Context: an optimization exercise on an open-source flow, tuned for a short achievable clock period. The choices shown serve that exercise and are no tape-out recipe.
RTL that was checked went through simulation tests only; none was proved equivalent to the original.
The RTL of run 1 was laid out without a check of its function.
The clock port is modelled as an ideal driver; clocking choices that lean on that would not hold on a real chip.
No activity file was given, so power comes from the tool's default toggle rates.

### config.mk
export PLATFORM = sky130hd
export DESIGN_NAME = sync_fifo
export DESIGN_NICKNAME = sync_fifo
export VERILOG_FILES = /design/flow/design.v
export SDC_FILE = /design/flow/constraint.sdc
export NUM_CORES = 4
export LEC_CHECK = 0
export ABC_CLOCK_PERIOD_IN_PS = 1200
export CAP_MARGIN = 20
export CORE_MARGIN = 2
export CORE_UTILIZATION = 60
export CTS_CLUSTER_DIAMETER = 60
export CTS_CLUSTER_SIZE = 20
export SETUP_SLACK_MARGIN = 2.7
export SLEW_MARGIN = 20
### constraint.sdc
create_clock -name core_clock -period 4.0 [get_ports {clk}]
set_input_delay 0.8000 -clock core_clock [delete_from_list [all_inputs] [get_ports {clk}]]
set_output_delay 0.8000 -clock core_clock [all_outputs]
set_load 0.01 [all_outputs]
### design.v
module sync_fifo #(parameter WIDTH=32, ADDR=4) (
  input clk, rst,clr,
  input wr_en,
  input [WIDTH-1:0] wdata,
  input rd_en,
  output reg [WIDTH-1:0] rdata,
  output fifo_empty,
  output reg fifo_full
);
  localparam DEPTH = 1<<ADDR ;
  reg [WIDTH-1:0] mem [0:DEPTH-1];
  reg [DEPTH-1:0] wp_q, rp_q, wen_q;
  wire [DEPTH-1:0] flip = {{(DEPTH-1){1'b0}}, 1'b1};
  wire [DEPTH-1:0] wp  = wp_q  ^ flip;
  wire [DEPTH-1:0] rp  = rp_q  ^ flip;
  wire [DEPTH-1:0] wen = wen_q ^ flip;    
  reg [DEPTH-1:1] cnt;           
  reg             emp;           
  reg             nf;            
  reg             ne_o;          
  assign fifo_empty = ~ne_o;
  wire [DEPTH:0] c      = {~nf, cnt, emp};
  wire [DEPTH:0] c_up   = {c[DEPTH-1:0], 1'b0};
  wire [DEPTH:0] c_dn   = {1'b0, c[DEPTH:1]};
  wire [DEPTH-1:0] wp_rot = {wp[DEPTH-2:0], wp[DEPTH-1]};
  wire [DEPTH-1:0] rp_rot = {rp[DEPTH-2:0], rp[DEPTH-1]};
  integer i;
  reg [WIDTH-1:0] head;
  always @* begin
    head = {WIDTH{1'b0}};
    for (i = 0; i < DEPTH; i = i + 1)
      head = head | (mem[i] & {WIDTH{rp[i]}});
  end
  wire [DEPTH:0]   c_w   = nf ? c_up : c;                     
  wire [DEPTH:0]   c_r   = emp ? c : c_dn;                    
  wire [DEPTH:0]   c_wr  = emp ? c_up : (nf ? c : c_dn);      
  wire [DEPTH-1:0] wp_w  = nf ? wp_rot : wp;                  
  wire [DEPTH-1:0] rp_r  = emp ? rp : rp_rot;                 
  wire [WIDTH-1:0] rd_r  = emp ? rdata : head;
  reg [DEPTH:0]   c_nxt;
  reg [DEPTH-1:0] wp_nxt, rp_nxt, wen_nxt;
  reg [WIDTH-1:0] rdata_nxt;
  always @* begin
    case ({wr_en, rd_en})
      2'b00: begin c_nxt = c;    wen_nxt = wp   & {DEPTH{nf}}; end
      2'b10: begin c_nxt = c_w;  wen_nxt = wp_w & {DEPTH{~c_w[DEPTH]}}; end
      2'b01: begin c_nxt = c_r;  wen_nxt = wp   & {DEPTH{~c_r[DEPTH]}}; end
      default: begin c_nxt = c_wr; wen_nxt = wp_w & {DEPTH{~c_wr[DEPTH]}}; end
    endcase
    wp_nxt    = wr_en ? wp_w : wp;
    rp_nxt    = rd_en ? rp_r : rp;
    rdata_nxt = rd_en ? rd_r : rdata;
  end
  always @(posedge clk, negedge rst)
    if (~rst) begin
      emp        <= 1'b1;
      nf         <= 1'b1;
      ne_o       <= 1'b0;
      fifo_full  <= 1'b0;
      cnt        <= {(DEPTH-1){1'b0}};
      wp_q       <= {DEPTH{1'b0}};
      rp_q       <= {DEPTH{1'b0}};
      wen_q      <= {DEPTH{1'b0}};
    end else if (clr) begin
      emp        <= 1'b1;
      nf         <= 1'b1;
      ne_o       <= 1'b0;
      fifo_full  <= 1'b0;
      cnt        <= {(DEPTH-1){1'b0}};
      wp_q       <= {DEPTH{1'b0}};
      rp_q       <= {DEPTH{1'b0}};
      wen_q      <= {DEPTH{1'b0}};
    end else begin
      emp        <= c_nxt[0];
      nf         <= ~c_nxt[DEPTH];
      ne_o       <= ~c_nxt[0];
      fifo_full  <= c_nxt[DEPTH];
      cnt        <= c_nxt[DEPTH-1:1];
      wp_q       <= wp_nxt ^ flip;
      rp_q       <= rp_nxt ^ flip;
      wen_q      <= wen_nxt ^ flip;
    end
  always @(posedge clk)
    for (i = 0; i < DEPTH; i = i + 1)
      if (wen[i])
        mem[i] <= wdata;
  always @(posedge clk, negedge rst)
    if (~rst)
      rdata <= {WIDTH{1'b0}};
    else
      rdata <= rdata_nxt;
endmodule
### flow/run.sh
#!/bin/bash
# Own flow: the standard layout (standard.sh), with these changes:
#  - the resizer may change a cell's footprint (MATCH_CELL_FOOTPRINT=0);
#  - the clock is routed on met4 and met5 only (less capacitance per um);
#  - before detailed placement, flow/pre_dp.tcl puts each output port's buffer
#    at its port and the flip-flop (and inverter) that drives it next to it.
# The make output goes to standard.log in this folder.
set -e
bash standard.sh MATCH_CELL_FOOTPRINT=0 MIN_CLK_ROUTING_LAYER=met4 PRE_DETAIL_PLACE_TCL="$PWD/flow/pre_dp.tcl" finish > standard.log 2>&1
### flow/pre_dp.tcl
# Before detailed placement: put each output port's buffer at the port, and the
# cells that drive it (an inverter, then the flip-flop, when they drive little
# else) right next to it, further into the core, so the register-to-output
# wires are short.  Detailed placement then legalizes the moved cells.
set block [ord::get_db_block]
set core [$block getCoreArea]
set cx0 [$core xMin]; set cy0 [$core yMin]; set cx1 [$core xMax]; set cy1 [$core yMax]
set dbu [$block getDbUnitsPerMicron]
set row [expr {int(2.72 * $dbu)}]
proc clampv {v lo hi} { expr {$v < $lo ? $lo : ($v > $hi ? $hi : $v)} }
proc driver_of {inst} {
  foreach it [$inst getITerms] {
    if {[$it isInputSignal]} {
      set n [$it getNet]
      if {$n eq "NULL" || $n eq ""} { continue }
      foreach it2 [$n getITerms] { if {[$it2 isOutputSignal]} { return [$it2 getInst] } }
    }
  }
  return ""
}
proc out_fanout {inst} {
  foreach it [$inst getITerms] {
    if {[$it isOutputSignal]} {
      set n [$it getNet]
      if {$n eq "NULL" || $n eq ""} { return 99 }
      return [expr {[llength [$n getITerms]] - 1}]
    }
  }
  return 99
}
proc width_of {inst} { [$inst getMaster] getWidth }
set moved 0
foreach bterm [$block getBTerms] {
  if {[$bterm getIoType] ne "OUTPUT"} { continue }
  set net [$bterm getNet]
  set buf ""
  foreach it [$net getITerms] { if {[$it isOutputSignal]} { set buf [$it getInst] } }
  if {$buf eq ""} { continue }
  set bb [$bterm getBBox]
  set px [expr {([$bb xMin] + [$bb xMax]) / 2}]
  set py [expr {([$bb yMin] + [$bb yMax]) / 2}]
  set dx 0; set dy 0
  if {$px <= $cx0} { set dx 1 } elseif {$px >= $cx1} { set dx -1 } elseif {$py <= $cy0} { set dy 1 } else { set dy -1 }
  set m [expr {2 * $dbu}]
  set x [clampv $px [expr {$cx0 + $m}] [expr {$cx1 - [width_of $buf] - $m}]]
  set y [clampv $py [expr {$cy0 + $m}] [expr {$cy1 - $row - $m}]]
  $buf setLocation $x $y
  $buf setPlacementStatus PLACED
  set prev $buf
  # walk back: at most an inverter, then the flip-flop
  for {set k 0} {$k < 2} {incr k} {
    set d [driver_of $prev]
    if {$d eq ""} { break }
    if {[out_fanout $d] > 2} { break }
    set isff [expr {[$d findITerm Q] ne "NULL" && [$d findITerm Q] ne ""}]
    if {$dx == 1} { set x [expr {$x + [width_of $prev]}] } elseif {$dx == -1} { set x [expr {$x - [width_of $d]}] } else { set y [expr {$y + $dy * $row}] }
    set x [clampv $x [expr {$cx0 + $m}] [expr {$cx1 - [width_of $d] - $m}]]
    set y [clampv $y [expr {$cy0 + $m}] [expr {$cy1 - $row - $m}]]
    $d setLocation $x $y
    $d setPlacementStatus PLACED
    incr moved
    if {$isff} { break }
    set prev $d
  }
}
puts "pre_dp: moved $moved cells next to output buffers"
### standard.sh
#!/bin/bash
# synth_recipe.tcl (not shown) runs the flow's synth.tcl, then flattens the netlist and writes it again
# the make line also repeats each setting of config.mk as NAME=value (left out here)
make -C /OpenROAD-flow-scripts/flow DESIGN_CONFIG=/design/flow/config.mk WORK_HOME=/design/flow/orfs CLKGATE_MAP_FILE= SYNTH_SCRIPT=/design/flow/synth_recipe.tcl "${@:-finish}"
==> results of run 1 <==
==> sequential cells by signal, summed over array words and instances (netlist names) <==
signal and cells:
mem 512, wp_q 16, ne_o 1, emp 1, rp_q 16, wen_q 16
nf 1, cnt 15, fifo_full 1, rdata 32
==> through the flow <==
stage	std cells	utilization	area [um2]	power, mW
CTS	1976	0.756	27700	12.2
detailed placement	1741	0.641	23500	8.00
floorplan	1271	-	22700	7.62
global route	2025	0.781	28600	12.6
global placement	1741	0.641	23500	7.97
finish	2028	0.781	28600	12.3
==> power breakdown <==
group,switching [mW],internal (mW),leakage (nW)
logic,0.515,0.408,3.61
registers,0.105,7.07,5.90
clock network,2.14,2.06,0.583
==> worst paths after layout <==
| path | start | end | slack [ns] | cells after the start |
|---|---|---|---|---|
| worst max register to register | emp$_DFF_PN1_ | cnt[6]$_DFFE_PN0P_ | 2.22 | 7 |
| worst max-delay path | rdata[24]$_DFFE_PN0P_ | rdata[24] | 2.07 | 1 |
| max in group asynchronous | rst | nf$_DFF_PN1_ | 2.99 | 2 |
| worst min register to register | rdata[27]$_DFFE_PN0P_ | rdata[27]$_DFFE_PN0P_ | 0.49 | 2 |
| min in group core_clock | rdata[27]$_DFFE_PN0P_ | rdata[27]$_DFFE_PN0P_ | 0.49 | 2 |
| worst min-delay path | rst | rdata[10]$_DFFE_PN0P_ | 0.18 | 1 |
==> cells by family (layout without fill, tap and decap cells) <==
logic type      Yosys count  after routing  synth area share
compound gates          380            380             0.140
buf+inv                 103            382            0.0188
flops                   611            611             0.802
mux                       1              1          0.000450
other cells               0              5                 0
simple gates            176            181            0.0382
==> layout make-up <==
class	instances	area, um2	share of cell area
Inverter	8	42.5	0.00149
Multi-Input combinational cell	562	5040	0.176
Clock buffer	57	1090	0.0380
Tap cell	468	586	0.0205
Antenna cell	5	12.5	0.000438
Sequential cell	611	18000	0.628
Clock inverter	14	145	0.00508
Timing Repair Buffer	303	3710	0.130
==> cells in the mapped netlist, drive strengths merged, types with 3 or more instances <==
| cell type | n | area share |
|---|---|---|
| a22o | 143 | 0.056 |
| o32ai | 13 | 0.0051 |
| edfxtp | 512 | 0.69 |
| o21ai | 34 | 0.0076 |
| and4 | 32 | 0.013 |
| a211oi | 5 | 0.0022 |
| nor2 | 37 | 0.0062 |
| inv | 8 | 0.0013 |
| dfrtp | 97 | 0.11 |
| a21oi | 37 | 0.0083 |
| a221oi | 129 | 0.051 |
| a2111oi | 13 | 0.0079 |
| buf | 17 | 0.0043 |
| nand2 | 99 | 0.017 |
| nand2b | 3 | 0.00084 |
| clkbuf | 78 | 0.013 |
==> what timing repair did <==
item,CTS,global route
pin swaps,74,79
setup buffers,140,43
endpoints found under the setup margin,477,800
gates resized for setup,337,106
gates cloned,24,4
==> per-layer routing <==
layer	routed length, um	up-vias	global-route usage
li1	-	5747	-
met1	26000	7507	0.485
met2	34700	1046	0.629
met3	9040	243	0.154
met4	3950	14	0.206
met5	418	-	0.119
==> flow_metrics.py, run 1 <==
metrics = {
    "critical_path": {
        "path_buf_inv": 1,
        "critPathKind": "reg2out",
        "critPathTopFamily": "flip-flops",
        "startpoint_type": "flip-flop",
        "path_cells": "clkbuf_2",
        "critical-path-slowest-cell": "dfrtp_1",
        "end_kind": "primary output",
        "max_stage_delay_ns": 0.41,
        "critical_path_arrival_ns": 1.13,
        "critPathRequiredTime_ns": 3.20,
        "critPathMaxFanout": 2,
    },
    "timing": {
        "worst_pin_slew_ns": 0.710,
        "timing.final.ws_setup_ns": 2.07,
        "setup_tns_ns": 0,
        "max_freq_ghz": 0.519,
        "slew_violations": 0,
        "fin_worst_skew_ns": 0.0342,
        "fin_hold_ws_ns": 0.180,
        "min_period_over_period": 0.481,
        "rsz0062_at_grt": "yes",
        "setup_viol": 0,
        "hold_viol_final": 0,
        "period_needed_ns": 1.93,
        "slew_headroom": 0.527,
    },
    "route": {
        "drtAntennaViolNets": 0,
        "drc": 0,
        "vias": 14600,
        "wl_um": 74100,
        "firstDrtPassIters": 5,
        "vias_per_cell": 7.18,
        "drt_iter0_drc": 1850,
        "routedWlPerCell_um": 36.5,
    },
    "die": {
        "fp-row-count": 70,
        "core_area_mm2": 0.0366,
        "die_h_um": 197,
        "start_util": 0.608,
        "die_area_mm2": 0.0387,
        "io_pins": 71,
        "die_w_um": 197,
    },
    "finish": {
        "fillers": 1950,
        "area_growth_pct": 28.5,
        "nets": 1562,
        "layout_common_cells": "edfxtp_1 (512), a22o_1 (142), a221oi_2 (112)",
        "drive_gt1_frac": 0.350,
        "final_common_cell": "edfxtp_1",
    },
    "synthesis": {
        "synthArstFlopShare": 0.162,
        "seq_area_frac_synth": 0.802,
        "synth.avg_cell_area_um2": 17.5,
        "syn_inst": 1271,
        "synth_cell_type_count": 33,
        "synth_edf_count": 512,
        "synth_top_flop_cell": "edfxtp_1",
        "yosys_warnings": 2,
        "syn_area_mm2": 0.0223,
        "synth_seq_cells": 611,
        "syn_nets": 1308,
    },
    "cts": {
        "cts_tree": "done",
        "htree_levels": 2,
        "cts_buffers": 39,
        "clkTransAtPathRegs_ns": 0.08,
        "clk_latency_ns": 0.60,
        "hold_buffers": 0,
        "root_buffer": "clkbuf_16",
        "cts_max_path_buffers": 3,
        "clock_sinks": 611,
    },
    "global_routing": {
        "grt_pass1_wl_um": 110000,
        "grt_pass1_vias": 14700,
        "grt_start_max_net_pins": 55,
        "grtUsageTotal": 0.403,
        "antenna_found_initial": 5,
        "grt_overflow": 0,
    },
    "run": {
        "maxCapViolCount": 0,
    },
    "pwr": {
        "vdd_ir_drop_max_mv": 0.496,
        "power_density_mw_per_mm2": 430,
        "p_leak_nw": 10.1,
    },
    "status": {
        "outcome": "finished clean",
    },
    "placed_design": {
        "dpl_worst_slack_ns": 1.02,
        "io_buffers": 70,
        "gp_congestion": 0.728,
        "hpwlAfterDp_um": 28400,
    },
    "min_path": {
        "hold_path_class": "in2async",
    },
}
==> run 2: changes to the inputs <==
==> design.v (replaced) <==
module sync_fifo #(parameter WIDTH=32, ADDR=4) (
  input clk, rst,clr,
  input wr_en,
  input [WIDTH-1:0] wdata,
  input rd_en,
  output reg [WIDTH-1:0] rdata,
  output fifo_empty,
  output reg fifo_full
);
  localparam DEPTH = 1<<ADDR ;
  reg [WIDTH-1:0] mem [0:DEPTH-1];
  reg [DEPTH-1:0] wp_q, rp_q, wen_q;
  wire [DEPTH-1:0] flip = {{(DEPTH-1){1'b0}}, 1'b1};
  wire [DEPTH-1:0] wp  = wp_q  ^ flip;
  wire [DEPTH-1:0] rp  = rp_q  ^ flip;
  wire [DEPTH-1:0] wen = wen_q ^ flip;    
  reg [DEPTH-1:1] cnt;           
  reg             emp;           
  reg             ne_o;          
  reg             nf;            
  assign fifo_empty = ~ne_o;
  wire wa  = wr_en & nf;
  wire ra  = rd_en & ~emp;
  wire inc = wa & ~ra;
  wire dec = ra & ~wa;
  wire [DEPTH:0] c      = {~nf, cnt, emp};
  wire [DEPTH:0] c_up   = {c[DEPTH-1:0], 1'b0};
  wire [DEPTH:0] c_dn   = {1'b0, c[DEPTH:1]};
  wire [DEPTH:0] c_nxt  = inc ? c_up : dec ? c_dn : c;
  wire [DEPTH-1:0] wp_nxt = wa ? {wp[DEPTH-2:0], wp[DEPTH-1]} : wp;
  wire [DEPTH-1:0] rp_nxt = ra ? {rp[DEPTH-2:0], rp[DEPTH-1]} : rp;
  always @(posedge clk, negedge rst)
    if (~rst) begin
      emp        <= 1'b1;
      ne_o       <= 1'b0;
      nf         <= 1'b1;
      fifo_full  <= 1'b0;
      cnt        <= {(DEPTH-1){1'b0}};
      wp_q       <= {DEPTH{1'b0}};
      rp_q       <= {DEPTH{1'b0}};
      wen_q      <= {DEPTH{1'b0}};
    end else if (clr) begin
      emp        <= 1'b1;
      ne_o       <= 1'b0;
      nf         <= 1'b1;
      fifo_full  <= 1'b0;
      cnt        <= {(DEPTH-1){1'b0}};
      wp_q       <= {DEPTH{1'b0}};
      rp_q       <= {DEPTH{1'b0}};
      wen_q      <= {DEPTH{1'b0}};
    end else begin
      emp        <= c_nxt[0];
      ne_o       <= ~c_nxt[0];
      nf         <= ~c_nxt[DEPTH];
      fifo_full  <= c_nxt[DEPTH];
      cnt        <= c_nxt[DEPTH-1:1];
      wp_q       <= wp_nxt ^ flip;
      rp_q       <= rp_nxt ^ flip;
      wen_q      <= (wp_nxt & {DEPTH{~c_nxt[DEPTH]}}) ^ flip;
    end
  integer i;
  always @(posedge clk)
    for (i = 0; i < DEPTH; i = i + 1)
      if (wen[i])
        mem[i] <= wdata;
  reg [WIDTH-1:0] head;
  always @* begin
    head = {WIDTH{1'b0}};
    for (i = 0; i < DEPTH; i = i + 1)
      head = head | (mem[i] & {WIDTH{rp[i]}});
  end
  always @(posedge clk, negedge rst)
    if (~rst)
      rdata <= {WIDTH{1'b0}};
    else if (ra)
      rdata <= head;
endmodule
==> flow/run.sh (replaced) <==
#!/bin/bash
# Own flow: the standard layout (standard.sh), with these changes:
#  - the resizer may change a cell's footprint (MATCH_CELL_FOOTPRINT=0);
#  - before detailed placement, flow/pre_dp.tcl puts each output port's buffer
#    at its port and the flip-flop (and inverter) that drives it next to it;
#  - before CTS, flow/pre_cts.tcl builds a two-level clock tree (a root buffer
#    driving one buffer per cluster of about 30 flip-flops), and TritonCTS is
#    left only the clock port's net, which it does not change.
# The make output goes to standard.log in this folder.
set -e
bash standard.sh MATCH_CELL_FOOTPRINT=0 CLK_CLUSTER=30 "CTS_ARGS=-clk_nets clk" \
  PRE_DETAIL_PLACE_TCL="$PWD/flow/pre_dp.tcl" PRE_CTS_TCL="$PWD/flow/pre_cts.tcl" finish > standard.log 2>&1
==> flow/pre_cts.tcl (new file) <==
# Before CTS: a two-level clock tree.  One clkbuf_16 at the centre of the
# flip-flops drives one clkbuf_16 per cluster of about CLK_CLUSTER flip-flops
# (k-means on their positions); each of those drives its cluster.  All clock
# pins are on the same two levels, so the tree stays balanced.
set block [ord::get_db_block]
set clknet [$block findNet clk]
set size 20
if {[info exists ::env(CLK_CLUSTER)]} { set size $::env(CLK_CLUSTER) }
set sinks {}
foreach it [$clknet getITerms] {
  set inst [$it getInst]
  lassign [$inst getLocation] x y
  set m [$inst getMaster]
  lappend sinks [list $it [expr {$x + [$m getWidth] / 2}] [expr {$y + [$m getHeight] / 2}]]
}
set n [llength $sinks]
set k [expr {int(ceil(double($n) / $size))}]
# k-means, seeded along a sorted order
set sorted [lsort -real -index 2 [lsort -real -index 1 $sinks]]
set cents {}
for {set i 0} {$i < $k} {incr i} {
  set s [lindex $sinks [expr {int(($i + 0.5) * $n / $k)}]]
  lappend cents [list [lindex $s 1] [lindex $s 2]]
}
# balanced assignment: each centre takes at most cap sinks (greedy by distance)
set cap [expr {int(ceil(double($n) / $k)) + 2}]
for {set iter 0} {$iter < 15} {incr iter} {
  set pairs {}
  set si 0
  foreach s $sinks {
    set ci 0
    foreach c $cents {
      set d [expr {abs([lindex $s 1] - [lindex $c 0]) + abs([lindex $s 2] - [lindex $c 1])}]
      lappend pairs [list $d $si $ci]
      incr ci
    }
    incr si
  }
  set pairs [lsort -integer -index 0 $pairs]
  array unset asg; array unset cnt
  for {set ci 0} {$ci < $k} {incr ci} { set cnt($ci) 0 }
  set left $n
  foreach p $pairs {
    lassign $p d si ci
    if {[info exists asg($si)]} { continue }
    if {$cnt($ci) >= $cap} { continue }
    set asg($si) $ci; incr cnt($ci); incr left -1
    if {$left == 0} { break }
  }
  set newc {}
  for {set ci 0} {$ci < $k} {incr ci} { set sx($ci) 0; set sy($ci) 0 }
  for {set si 0} {$si < $n} {incr si} {
    set ci $asg($si); set s [lindex $sinks $si]
    set sx($ci) [expr {$sx($ci) + [lindex $s 1]}]; set sy($ci) [expr {$sy($ci) + [lindex $s 2]}]
  }
  for {set ci 0} {$ci < $k} {incr ci} {
    if {$cnt($ci) > 0} { lappend newc [list [expr {$sx($ci) / $cnt($ci)}] [expr {$sy($ci) / $cnt($ci)}]] } else { lappend newc [lindex $cents $ci] }
  }
  set cents $newc
}
set lib [ord::get_db]
set bufm [$lib findMaster sky130_fd_sc_hd__clkbuf_16]
# root at the centroid of the leaf buffers
set rx 0; set ry 0
foreach c $cents { set rx [expr {$rx + [lindex $c 0]}]; set ry [expr {$ry + [lindex $c 1]}] }
set rx [expr {$rx / $k}]; set ry [expr {$ry / $k}]
set root [odb::dbInst_create $block $bufm clktree_root]
$root setLocation [expr {int($rx)}] [expr {int($ry)}]
$root setPlacementStatus PLACED
set rootnet [odb::dbNet_create $block clktree_root_net]
$rootnet setSigType CLOCK
[$root findITerm X] connect $rootnet
for {set ci 0} {$ci < $k} {incr ci} {
  set b [odb::dbInst_create $block $bufm clktree_leaf_$ci]
  set c [lindex $cents $ci]
  $b setLocation [expr {int([lindex $c 0])}] [expr {int([lindex $c 1])}]
  $b setPlacementStatus PLACED
  set ln [odb::dbNet_create $block clktree_leaf_net_$ci]
  $ln setSigType CLOCK
  [$b findITerm A] connect $rootnet
  [$b findITerm X] connect $ln
  set leafnet($ci) $ln
}
for {set si 0} {$si < $n} {incr si} {
  set it [lindex [lindex $sinks $si] 0]
  $it disconnect
  $it connect $leafnet($asg($si))
}
[$root findITerm A] connect $clknet
puts "pre_cts: $n clock sinks, $k leaf buffers, root at [expr {$rx/1000.0}] [expr {$ry/1000.0}]"
for {set ci 0} {$ci < $k} {incr ci} { puts -nonewline "$cnt($ci) " }
puts ""
==> run 2 against run 1 <==
  * Total power down 12%
  * Register-to-register slack barely moved
  * Combinational power increased by 5.4%
  * Die area fell by 0.64%
  * Clock power fell by 35%
  * Utilization is 4.1 points lower
  * First-iteration DRC count fell by 24%
  * Synthesized area is 0.66% lower
  * Sequential cell count unchanged
  * Largest cell class unchanged
  * Highest routed layer is now met4
==> flow_metrics.py, run 2 <==
metrics = {
    "die": {
        "fp-row-count": 70,
        "die_h_um": 196,
        "start_util": 0.607,
        "die_w_um": 196,
        "io_pins": 71,
        "core_area_mm2": 0.0364,
        "die_area_mm2": 0.0384,
    },
    "placed_design": {
        "gp_congestion": 0.742,
        "io_buffers": 70,
        "dpl_worst_slack_ns": 1.26,
        "hpwlAfterDp_um": 27200,
        "placedCellCount": 1766,
    },
    "route": {
        "firstDrtPassIters": 5,
        "vias_per_cell": 6.79,
        "drt_iter0_drc": 1410,
        "vias": 13200,
        "routedWlPerCell_um": 32.6,
        "wl_um": 63400,
        "drc": 0,
        "drtAntennaViolNets": 0,
    },
    "timing": {
        "hold_viol_final": 0,
        "fin_worst_skew_ns": 0.0308,
        "setup_tns_ns": 0,
        "slew_headroom": 0.511,
        "setup_viol": 0,
        "timing.final.ws_setup_ns": 2.04,
        "max_freq_ghz": 0.511,
        "slew_violations": 0,
        "worst_pin_slew_ns": 0.733,
        "period_needed_ns": 1.96,
        "rsz0062_at_grt": "yes",
        "min_period_over_period": 0.489,
    },
    "global_routing": {
        "grt_overflow": 0,
        "use_met2": 0.490,
        "grtUsageTotal": 0.302,
        "use_met3": 0.0311,
        "grt_pass1_wl_um": 83400,
        "met1_usage": 0.453,
        "busiest_layer": "met2",
        "grt_pass1_vias": 12300,
        "antenna_found_initial": 2,
        "grt_start_max_net_pins": 64,
    },
    "synthesis": {
        "yosys.area.top_type": "edfxtp_1",
        "synth_seq_cells": 611,
        "synth_top_area_frac": 0.695,
        "post-synth-top-count-cell": "edfxtp_1",
        "syn_area_mm2": 0.0221,
        "synthArstFlopShare": 0.162,
        "synth_area_leaders": "edfxtp_1 (70%), dfrtp_1 (11%), a221oi_1 (3.8%), a22o_1 (2.5%), a22oi_1 (2.2%)",
        "syn_nets": 1327,
        "synth_cell_type_count": 33,
        "seq_area_frac_synth": 0.807,
        "yosys_warnings": 2,
        "synth_common_cells": "edfxtp_1 (512), dfrtp_1 (97), a221oi_1 (96)",
        "synth_top_flop_cell": "edfxtp_1",
        "synth.avg_cell_area_um2": 17.1,
        "synth_edf_count": 512,
        "syn_inst": 1290,
    },
    "finish": {
        "drive_gt1_frac": 0.357,
        "largest_reg_flops": 512,
        "stdcell_count": 1943,
        "final_common_cell": "edfxtp_1",
        "top_register": "mem",
        "fin_util": 0.740,
        "layout_common_cells": "edfxtp_1 (512), buf_4 (88), dfrtp_1 (67)",
        "area_growth_pct": 21.9,
        "reg.largest.list": "mem: 512 flops, rdata: 32 flops",
        "nets": 1512,
    },
    "status": {
        "outcome": "finished clean",
    },
    "critical_path": {
        "reg2reg_depth": 6,
        "critPathMaxFanout": 2,
        "max_stage_delay_ns": 0.43,
        "critPathTopFamily": "flip-flops",
        "path_buf_inv": 1,
        "critical_path_arrival_ns": 1.16,
        "end_kind": "primary output",
        "critical-path-slowest-cell": "dfrtp_1",
        "startpoint_type": "flip-flop",
        "reg2reg_slack_ns": 2.23,
        "path_cells": "buf_6",
        "critPathKind": "reg2out",
        "cp.depth": 1,
        "critPathRequiredTime_ns": 3.20,
    },
    "cts": {
        "clkTransAtPathRegs_ns": 0.11,
        "clk_latency_ns": 0.60,
        "hold_buffers": 0,
    },
    "pwr": {
        "power_density_mw_per_mm2": 403,
        "vdd_ir_drop_max_mv": 0.410,
        "p_leak_nw": 9.06,
    },
    "run": {
        "maxCapViolCount": 0,
    },
    "min_path": {
        "hold_path_class": "in2async",
    },
}
run 2: timing repair:
item | 4_1_cts | 5_1_grt
buffers inserted | 61 | 67
setup endpoints to repair | 1058 | 281
resized for setup | 345 | 233
pin swaps | 10 | 113
cloned | 10 | 15
run 2: cell type report:
type / instances / area [um2]
Sequential cell: 611 / 17900
Fill cell: 2152 / 9480
Multi-Input combinational cell: 559 / 5160
Timing Repair Buffer: 245 / 2570
Tap cell: 468 / 586
Buffer: 22 / 551
Inverter: 36 / 139
Antenna cell: 2 / 5.00
run 2: kinds of logic after synthesis:
group           Yosys count  share of synthesized area
buf+inv                 126                     0.0259
simple gates            209                     0.0423
flops                   611                      0.807
mux                      16                    0.00730
compound gates          328                      0.117
run 2: worst paths after layout:
| path | end | from |
|---|---|---|
| min in group core_clock | cnt[15]$_DFFE_PN0P_ | wr_en |
| worst max-delay path | rdata[6] | rdata[6]$_DFFE_PN0P_ |
| max in group asynchronous | rdata[22]$_DFFE_PN0P_ | rst |
| worst min register to register | wp_q[0]$_DFF_PN0_ | wp_q[15]$_DFF_PN0_ |
| worst max register to register | rdata[5]$_DFFE_PN0P_ | rp_q[8]$_DFFE_PN0P_ |
| worst min-delay path | rdata[18]$_DFFE_PN0P_ | rst |
run 2: per-stage QoR:
step	instance area, um2	hold WS, ns	total power, mW
2_1_floorplan	22200	0.445	7.56
3_3_place_gp	23300	0.465	7.92
3_5_place_dp	23300	0.469	7.95
4_1_cts	24900	0.521	10.1
5_1_grt	27000	0.0788	11.1
6_report	27000	0.0606	10.9
run 2: per-layer routing:
layer | wire, um | up-vias | share of wire
met2 | 30500 | 686 | 0.48
met1 | 25200 | 6892 | 0.40
met3 | 5720 | 106 | 0.090
met5 | 0 | - | 0
met4 | 1910 | 0 | 0.030
li1 | - | 5508 | -
run 2: where the power goes:
group	internal, mW	leakage, nW	switching [mW]
Combinational	0.433	2.93	0.541
Sequential	7.06	5.86	0.0867
Clock	0.979	0.271	1.75

==> afterwards: timing with drivers on the ports <==
In the flow no input, the clock included, has a driving cell. The finished layouts below were timed again as built, in two steps. Step 1 sets driving cells, clkbuf_16 on the clock port and buf_2 on the other inputs (assumed; they add their load-dependent delay and slew). Step 2, shift: input delay + t, output delay - t, t = (earliest + latest rising clock arrival at the registers) / 2. This alone moves slack from input paths to output paths. Slacks: ideal ports / drivers / drivers and shift; pairs: ideal ports / drivers.
run | shift t [ns] | slack for setup (ns) | hold slack, ns | clock arrival spread, ns | worst register clock-pin slew, ns
run 1 | 0.629 | 2.074 / 2.024 / 1.724 | 0.180 / 0.170 / 0.492 | 0.034 / 0.035 | 0.09 / 0.09
run 2 | 0.635 | 2.044 / 1.992 / 1.992 | 0.061 / 0.073 / 0.541 | 0.035 / 0.035 | 0.12 / 0.12
After both steps every run listed still meets setup and hold. The setup slack of run 1, which loses most, moves by -0.050 ns with the drivers and by -0.350 ns with both steps.
